From an optimization exercise on the open Yosys and OpenROAD flow, aimed at small area; shortcuts taken in it are not production practice. Function was checked by simulation only, so behaviour that the tests miss may differ from the original.

==> flow/design.v <==
module ula(clock,a_dez,a_uni,b_dez,b_uni,op,sinA,sinB,r);
	input clock;
	input [3:0] a_dez, a_uni, b_dez, b_uni;
	input op;
	input sinA;
	input sinB;
	output [9:0] r;
	reg op1, op2;
	always @(posedge clock) begin
		op1 <= op;
		op2 <= op1;
	end
	wire sub = sinA ^ sinB ^ op2;
	wire [3:0] bu, bt;
	bcd9 N2(.d(b_uni), .c(sub), .q(bu));
	bcd9 N3(.d(b_dez), .c(sub), .q(bt));
	wire c0, c1;
	wire [3:0] xu, xt;
	bcdadd S0(.a(a_uni), .b(bu), .ci(sub), .s(xu), .co(c0));
	bcdadd S1(.a(a_dez), .b(bt), .ci(c0), .s(xt), .co(c1));
	wire neg = sub & ~c1;
	wire uz = (xu == 4'd0);
	wire [3:0] nu = uz ? 4'd0 : 4'd10 - xu;
	wire [3:0] nt = uz ? 4'd10 - xt : 4'd9 - xt;
	wire [3:0] u = neg ? nu : xu;
	wire [3:0] t = neg ? nt : xt;
	wire ca = neg;
	wire [8:0] mag = {c1 & ~sub, t, u};
	assign r = {(mag == 9'd0) | ~(sinA ^ ca), mag};
endmodule
module bcd9(input [3:0] d, input c, output [3:0] q);
	assign q = c ? {~(d[3] | d[2] | d[1]), d[2] ^ d[1], d[1], ~d[0]} : d;
endmodule
module bcdadd(input [3:0] a, input [3:0] b, input ci, output [3:0] s, output co);
	wire [4:0] x = a + b + ci;
	assign co = x[4] | (x[3] & (x[2] | x[1]));
	wire k1 = x[1] & co;
	wire k2 = (x[2] & co) | (x[2] & k1) | (co & k1);
	assign s = {x[3] ^ k2, x[2] ^ co ^ k1, x[1] ^ co, x[0]};
endmodule
module bcdout(saida,saida1,saida2,h,t,u,enable);
	input h;
	input [3:0] t;
	input [3:0] u;
	input enable;
	output [6:0] saida;
	output [6:0] saida1;
	output [6:0] saida2;
	seg7 U(.d(u), .off(~enable), .s(saida));
	seg7 D(.d(t), .off(~enable), .s(saida1));
	assign saida2 = enable ? (h ? 7'b1001111 : 7'b0000001) : 7'b1111111;
endmodule
module Remoto(clk,rst,entrada,comando,su,sd,suB,sdB,saida_1,saida1_1,saida2_1,soma_result_1,sinal_A,sinal_B);
input         clk;
input         rst;
input         entrada;
output reg [7:0] comando;
output [6:0] su;
output [6:0] sd;
output [6:0] suB;
output [6:0] sdB;
output [6:0] saida_1;
output [6:0] saida1_1;
output [6:0] saida2_1;
output [8:0] soma_result_1;
output reg sinal_A;
output reg sinal_B;
localparam [1:0] INICIA = 2'b00, INICIA_1 = 2'b01, LEITURA = 2'b10;
reg [1:0]  estado;
reg [11:0] cnt;         
reg [5:0]  bitcount;    
reg [7:0]  rbuf;        
reg        cur;         
reg        chk;         
reg        nova_mensagem;
wire st_ini  = (estado == INICIA);
wire st_ini1 = (estado == INICIA_1);
wire st_leit = (estado == LEITURA);
localparam [11:0] CNT_312 = 12'h548, CNT_648 = 12'h270, CNT_3282 = 12'h4d6, CNT_3595 = 12'hd00;
wire cnt_z11 = ~|cnt[10:0];
wire cnt_fb  = cnt[11] ^ cnt[5] ^ cnt[3] ^ cnt[0] ^ cnt_z11;
wire t_ini   = (cnt[10:0] == CNT_3595[10:0]);                             
wire t_ini1  = ({cnt[11:4], cnt[2:1]} == {CNT_3282[11:4], CNT_3282[2:1]});  
wire c_full  = cnt[11] & cnt_z11;                                         
wire c_bit   = (cnt == CNT_312);
wire c_one   = (cnt == CNT_648);
wire bc33    = bitcount[5] & bitcount[0];                                 
wire bc32    = bitcount[5] & ~bitcount[0];                                
wire lvl     = st_ini ? ~entrada : entrada;
wire leave   = (st_ini & t_ini) | (st_ini1 & t_ini1) | (st_leit & (c_full | bc33));
wire [6:0]  bc_c;
assign bc_c[0]  = 1'b1;
genvar gi;
generate
	for (gi = 0; gi < 6; gi = gi + 1) begin : bc_inc
		assign bc_c[gi+1] = bc_c[gi] & bitcount[gi];
	end
endgenerate
always @(posedge clk)
	if (rst | leave | ~lvl)
		cnt <= 12'd0;
	else
		cnt <= {cnt[10:0], cnt_fb};
always @(posedge clk)
	if (rst)
		estado <= INICIA;
	else if (st_ini & t_ini)
		estado <= INICIA_1;
	else if (st_ini1 & t_ini1)
		estado <= LEITURA;
	else if (leave)
		estado <= INICIA;
always @(posedge clk)
	if (rst | ~st_leit)
		bitcount <= 6'd0;
	else if (c_bit)
		bitcount <= bitcount ^ bc_c[5:0];
always @(posedge clk)
	if (st_leit) begin
		if (c_bit) begin
			cur <= 1'b0;
			if (bitcount <= 6'd24) begin
				rbuf <= {cur, rbuf[7:1]};
				chk  <= 1'b1;
			end else begin
				rbuf <= {rbuf[0], rbuf[7:1]};
				chk  <= chk & (cur ^ rbuf[0]);
			end
		end else if (c_one)
			cur <= 1'b1;
	end
wire valido = chk & (cur ^ rbuf[0]);
always @(posedge clk)
	if (rst) begin
		comando <= 8'd0;
		nova_mensagem <= 1'b0;
	end else begin
		nova_mensagem <= bc32 & valido;
		if (bc32 & valido)
			comando <= {rbuf[0], rbuf[7:1]};
	end
localparam [3:0] DESLIGADO = 4'b0000,
                 ESPERA    = 4'b0001,
                 ZERA_TUDO = 4'b0011,
                 DEZ_A     = 4'b0100,
                 DEZ_B     = 4'b0101,
                 UNI_A     = 4'b1000,
                 UNI_B     = 4'b1001,
                 MUDA_A    = 4'b1100,
                 MUDA_B    = 4'b1101;
reg [3:0]  estado_m;
reg [3:0]  a_dez, a_uni, b_dez, b_uni;
reg        op;
reg [26:0] delay;
reg        espera;
wire off     = (estado_m == DESLIGADO);
wire digito  = (comando < 8'd10);
wire liga    = (comando == 8'h12) & nova_mensagem;
wire em_uni  = estado_m[3] & ~estado_m[2];
wire dl_z25 = ~|delay[24:0];
wire dl_z26 = dl_z25 & ~delay[25];
wire dl_fb  = delay[26] ^ delay[4] ^ delay[1] ^ delay[0] ^ dl_z26;
wire [9:0] soma_result;
reg  [9:0] res;
wire [6:0] res_meio = {res[7:4], 2'b00} + res[7:4] + res[3:1] + (res[8] ? 7'd50 : 7'd0);
assign soma_result_1 = {res[9], res_meio, res[0]};
always @(posedge clk) begin
	delay  <= {delay[25:0], em_uni & dl_fb};
	espera <= em_uni & ((delay == 27'h170c17f) |
	                    (espera & ~(~delay[26] & delay[25] & dl_z25)));
end
always @(posedge clk)
	if (rst) begin
		estado_m <= DESLIGADO;
		sinal_A <= 1'b0;
		sinal_B <= 1'b0;
		res <= 10'd0;
	end else
		case (estado_m)
			DESLIGADO:
				if (liga) begin
					estado_m <= ESPERA;
					a_dez <= 4'd0; a_uni <= 4'd0;
					b_dez <= 4'd0; b_uni <= 4'd0;
					op <= 1'b0;
				end
			ESPERA:
				if (liga) begin
					estado_m <= DESLIGADO;
					res <= 10'h200;
				end else if (comando == 8'h0F) begin
					estado_m <= DEZ_A;
					a_dez <= 4'd0; a_uni <= 4'd0;
					sinal_A <= 1'b0;
					res <= 10'h200;
				end else if (comando == 8'h10) begin
					estado_m <= ZERA_TUDO;
					a_dez <= 4'd0; a_uni <= 4'd0;
					b_dez <= 4'd0; b_uni <= 4'd0;
					sinal_A <= 1'b0;
					sinal_B <= 1'b0;
					res <= 10'h200;
				end else if (comando == 8'h13) begin
					estado_m <= DEZ_B;
					b_dez <= 4'd0; b_uni <= 4'd0;
					sinal_B <= 1'b0;
					res <= 10'h200;
				end else if (comando == 8'h1A) begin
					op <= 1'b0;
					res <= soma_result;
				end else if (comando == 8'h1E) begin
					op <= 1'b1;
					res <= soma_result;
				end
			ZERA_TUDO: begin
				estado_m <= DEZ_A;
				res <= 10'h200;
			end
			DEZ_A:
				if (digito) begin
					a_uni <= comando[3:0];
					sinal_A <= 1'b0;
					estado_m <= UNI_A;
				end
			DEZ_B:
				if (digito) begin
					b_uni <= comando[3:0];
					sinal_B <= 1'b0;
					estado_m <= UNI_B;
				end
			UNI_A:
				if (espera & nova_mensagem) begin
					if (digito) begin
						a_dez <= a_uni; a_uni <= comando[3:0];
					end
					estado_m <= MUDA_A;
				end
			UNI_B:
				if (espera & nova_mensagem) begin
					if (digito) begin
						b_dez <= b_uni; b_uni <= comando[3:0];
					end
					estado_m <= MUDA_B;
				end
			MUDA_A:
				if (comando == 8'h0C) begin
					sinal_A <= ~sinal_A;
					estado_m <= ESPERA;
				end else if (~digito)
					estado_m <= ESPERA;
			MUDA_B:
				if (comando == 8'h0C) begin
					sinal_B <= ~sinal_B;
					estado_m <= ESPERA;
				end else if (~digito)
					estado_m <= ESPERA;
			default: ;
		endcase
ula G1(.clock(clk), .a_dez(a_dez), .a_uni(a_uni), .b_dez(b_dez), .b_uni(b_uni),
       .op(op), .sinA(sinal_A), .sinB(sinal_B), .r(soma_result));
bcdout G2(.saida(saida_1), .saida1(saida1_1), .saida2(saida2_1),
          .h(res[8]), .t(res[7:4]), .u(res[3:0]), .enable(~off));
seg7 DA0(.d(a_uni), .off(off), .s(su));
seg7 DA1(.d(a_dez), .off(off), .s(sd));
seg7 DB0(.d(b_uni), .off(off), .s(suB));
seg7 DB1(.d(b_dez), .off(off), .s(sdB));
endmodule
module seg7(input [3:0] d, input off, output [6:0] s);
	wire A = d[3], B = d[2], C = d[1], D = d[0];
	wire sa = A | C | (B & D) | (~B & ~D);
	wire sb = ~B | (~C & ~D) | (C & D);
	wire sc = B | ~C | D;
	wire sd = A | (~B & ~D) | (~B & C) | (C & ~D) | (B & ~C & D);
	wire se = (~B & ~D) | (C & ~D);
	wire sf = A | (~C & ~D) | (B & ~C) | (B & ~D);
	wire sg = A | (~B & C) | (B & ~C) | (C & ~D);
	assign s = ~({sa, sb, sc, sd, se, sf, sg} & {7{~off}});
endmodule
export LEC_CHECK = 0
export ABC_AREA = 1
export CAP_MARGIN = 20
export CORE_MARGIN = 2
export CORE_UTILIZATION = 70
export CTS_BUF_LIST = sky130_fd_sc_hd__clkbuf_8
export CTS_CLUSTER_DIAMETER = 100
export CTS_CLUSTER_SIZE = 30
export SLEW_MARGIN = 20
create_clock -name core_clock -period 14.0 [get_ports {clk}]
standard.sh (not shown) runs the stock make flow with config.mk's settings and CLKGATE_MAP_FILE= SYNTH_SCRIPT=/design/flow/synth_recipe.tcl, a recipe that flattens the netlist after the stock synthesis.
==> flow/flow/run.sh <==
#!/bin/bash
# The standard layout with three changes:
#  - synthesis leaves adders to ABC instead of mapping them to the library's
#    adder cells first (ADDER_MAP_FILE empty);
#  - ABC restructures the logic (&deepsyn) and maps it for area (amap),
#    without the buffering and upsizing passes of ORFS's
#    area script (flow/abc_area.script, used through a copy of ORFS's scripts
#    folder for the synthesis step only);
#  - the port buffers are the smallest buffer instead of the one buffer_ports
#    picks by default.
set -euo pipefail
here=$(pwd)
rm -rf "$here/synth_scripts"
cp -r "$FLOW_HOME/scripts" "$here/synth_scripts"
cp "$here/flow/abc_area.script" "$here/synth_scripts/abc_area.script"
export ADDER_MAP_FILE=
export BUFFER_PORTS_ARGS="-buffer_cell sky130_fd_sc_hd__buf_1"
SCRIPTS_DIR="$here/synth_scripts" bash standard.sh synth > synth.log 2>&1
bash standard.sh > layout.log 2>&1
==> flow/flow/abc_area.script <==
strash
&get -n
&deepsyn -T 20
&put
dch -f
amap -m -F 3 -A 10
topo
dnsize -c
==> next run, changes <==
Settings changed: CTS_CLUSTER_DIAMETER 100 to 150, CTS_CLUSTER_SIZE 30 to 50.
Outcome: Clock skew stays the same. Die area does not change. Worst setup slack is unchanged. Routed wire length does not change. Sequential share of layout area stays the same. Cell count stays the same. Critical path depth stays the same. Global-route usage does not change.

==> port drivers added, routing unchanged <==
In the flow no input, the clock included, has a driving cell. The finished layouts below were timed again as built, in two steps. Step 1, drivers: a clkbuf_16 drives clk and a buf_2 each remaining input, both assumed. Step 2, shift: input delay + t, output delay - t, t = (earliest + latest rising clock arrival at the registers) / 2. This alone moves slack from input paths to output paths. Three values: ideal, step 1, step 2; two values: the first two.
| run | shift t [ns] | setup slack, ns | worst setup path at the end | latest minus earliest clock arrival (ns) |
|---|---|---|---|---|
| the first run | 0.391 | 7.514 / 7.482 / 7.873 | register to output | 0.009 / 0.010 |
| the second run | 0.391 | 7.514 / 7.482 / 7.873 | register to output | 0.009 / 0.010 |
After both steps setup and hold are still met in every run listed.
